This design comes from an exercise in tuning for small area, a short achievable clock period and few clock cycles per item on the open sky130 flow, not from production work. RTL that was checked went through simulation tests only; none was proved equivalent to the original. Power figures rest on the tool's default switching activity, not on a simulated workload.

Design MatrixMultiplier, start of the top module:
module MatrixMultiplier(
input   wire            CLK,
input   wire            NRST,  
input   wire            START,
input   wire    [7:0]   A,
input   wire    [7:0]   B,
output  wire    [16:0]  OUT,
output  wire            OUT_STROBE
);
wire run, done, idle;
FSM U1(.CLK(CLK), .NRST(NRST), .START(START), .RUN(run), .DONE(done), .IDLE(idle));
Accumulator U3(.CLK(CLK), .CLR(idle), .HOLD(done), .A(A), .B(B), .OUT(OUT));
assign OUT_STROBE = done;
endmodule
Size in the first run: ~270 cells after synthesis, ~37 I/O pins, about 2900 um2 of cells after synthesis.
Settings: LEC_CHECK=0, CAP_MARGIN=20, CORE_MARGIN=2, CORE_UTILIZATION=60, SETUP_SLACK_MARGIN=2.0, SLEW_MARGIN=20; clock period 5.5 ns.
standard.sh (not shown) runs the stock make flow with config.mk's settings and CLKGATE_MAP_FILE= SYNTH_SCRIPT=/design/flow/synth_recipe.tcl, a recipe that flattens the netlist after the stock synthesis.
==> flow/flow/run.sh <==
#!/bin/bash
# Standard ORFS layout with these changes:
#  - flow/fapol.py then picks each full adder's polarity (a full adder is self-dual) and
#    swaps single-output gates for their complements, so that few inverters remain between
#    adders; registers and ports are untouched by both;
#  - the port buffers are buf_1 (sized up by repair as needed) instead of the delay-cell
#    buffer that buffer_ports picks by default.
set -euo pipefail
R=orfs/results/sky130hd/MatrixMultiplier/base
bash standard.sh synth > standard_synth.log 2>&1
cp $R/1_2_yosys.v yosys_netlist_orig.v
python3 flow/unfactor.py yosys_netlist_orig.v netlist_unfactor.v > unfactor.log 2>&1
python3 flow/fapol.py netlist_unfactor.v $R/1_2_yosys.v > fapol.log 2>&1
rm -f $R/1_synth.odb $R/1_synth.sdc
bash standard.sh synth > standard_synth2.log 2>&1
bash standard.sh "BUFFER_PORTS_ARGS=-buffer_cell sky130_fd_sc_hd__buf_1" finish > standard_finish.log 2>&1
Other scripts of this flow, unchanged in this note and not shown: flow/flow/fapol.py, flow/flow/unfactor.py
Change:
--- a/flow/design.v
+++ b/flow/design.v
@@ -39,12 +39,13 @@
 reg st_0_1;
 reg st_1_0;
 reg st_2_0;
 reg st_3_0;
 reg st_4_0;
 reg st_5_0;
+reg st_5_1;
 reg st_6_0;
 reg st_6_1;
 reg st_7_0;
 reg st_7_1;
 reg st_8_0;
 reg st_8_1;
@@ -168,14 +169,14 @@
 wire s23 = pp_2_3 ^ pp_3_2 ^ pp_4_1;
 wire c24 = (pp_2_3 & pp_3_2) | (pp_2_3 & pp_4_1) | (pp_3_2 & pp_4_1);
 wire s25 = pp_5_0 ^ c14 ^ c16;
 wire c26 = (pp_5_0 & c14) | (pp_5_0 & c16) | (c14 & c16);
 wire s27 = s21 ^ s23 ^ c18;
 wire c28 = (s21 & s23) | (s21 & c18) | (s23 & c18);
-wire s29 = s25 ^ s27 ^ c20;
-wire c30 = (s25 & s27) | (s25 & c20) | (s27 & c20);
+wire s29 = s25 ^ s27;
+wire c30 = s25 & s27;
 wire s31 = sg_6 ^ pp_0_6 ^ pp_1_5;
 wire c32 = (sg_6 & pp_0_6) | (sg_6 & pp_1_5) | (pp_0_6 & pp_1_5);
 wire s33 = pp_2_4 ^ pp_3_3 ^ pp_4_2;
 wire c34 = (pp_2_4 & pp_3_3) | (pp_2_4 & pp_4_2) | (pp_3_3 & pp_4_2);
 wire s35 = pp_5_1 ^ pp_6_0 ^ c22;
 wire c36 = (pp_5_1 & pp_6_0) | (pp_5_1 & c22) | (pp_6_0 & c22);
@@ -263,15 +264,16 @@
     st_0_0 <= sg_0;
     st_0_1 <= pp_0_0;
     st_1_0 <= s1;
     st_2_0 <= s5;
     st_3_0 <= s11;
     st_4_0 <= s19;
-    st_5_0 <= s29;
-    st_6_0 <= s41;
-    st_6_1 <= c30;
+    st_5_0 <= c20;
+    st_5_1 <= s29;
+    st_6_0 <= c30;
+    st_6_1 <= s41;
     st_7_0 <= s53;
     st_7_1 <= s55;
     st_8_0 <= c56;
     st_8_1 <= s69;
     st_9_0 <= c70;
     st_9_1 <= s81;
@@ -286,13 +288,13 @@
     st_14_0 <= s111;
     st_14_1 <= c110;
     st_15_0 <= s113;
     st_16_0 <= s115;
 end
 wire [16:0] r0 = {st_16_0, st_15_0, st_14_0, st_13_0, st_12_0, st_11_0, st_10_0, st_9_0, st_8_0, st_7_0, st_6_0, st_5_0, st_4_0, st_3_0, st_2_0, st_1_0, st_0_0};
-wire [16:0] r1 = {1'b0, 1'b0, st_14_1, st_13_1, st_12_1, st_11_1, st_10_1, st_9_1, st_8_1, st_7_1, st_6_1, 1'b0, 1'b0, 1'b0, 1'b0, 1'b0, st_0_1};
+wire [16:0] r1 = {1'b0, 1'b0, st_14_1, st_13_1, st_12_1, st_11_1, st_10_1, st_9_1, st_8_1, st_7_1, st_6_1, st_5_1, 1'b0, 1'b0, 1'b0, 1'b0, st_0_1};
 wire [16:0] r2 = {1'b0, 1'b0, 1'b0, 1'b0, 1'b0, 1'b0, 1'b0, 1'b0, 1'b0, 1'b0, 1'b0, 1'b0, 1'b0, 1'b0, 1'b0, 1'b0, 1'b0};
 assign OUTv = r0 + r1;
 assign OUT = OUTv;
 endmodule
 module MatrixMultiplier(
 input   wire            CLK,
Outcome:
- non-clock buffer count rises by 1
- clock skew barely changes
- clock power falls by 19%
- fmax falls by about 1%
- total power rises by about 0.9%
- register-to-register slack loses 50 ps
- core utilization rises by 0.72 points
Testbench counts after the change, summed over its fixed seeds: cycles 4,800, items 2,400.
Function not checked in the first run of this note: the RTL went through the layout flow alone.

## separate check: timing with driven ports
No port has a modelled driver above. Below, the same layouts with a new extraction and two added sets of constraints. Step 1, drivers: a clkbuf_16 drives CLK and a buf_2 each remaining input, both assumed. Step 2 times the ports against the registers' clock, not the clock port: input delays grow and output delays shrink by t, the midpoint of the rising clock arrivals with the driver on. a / b / c = ideal ports / drivers / drivers and shift; a / b = the first two.
| run | shift t [ns] | setup slack, ns | worst setup path at the end | worst register clock-pin slew, ns | worst slew at a driven data input, ns |
|---|---|---|---|---|---|
| the first run | 0.314 | 2.081 / 2.081 / 1.774 | input to register | 0.06 / 0.06 | 0.03 |
| the second run | 0.308 | 2.045 / 2.045 / 1.783 | input to register | 0.07 / 0.07 | 0.03 |
After both steps every run listed still meets setup and hold. For the first run, which loses most, drivers alone change the setup slack by 0.000 ns; drivers and shift together by -0.307 ns.
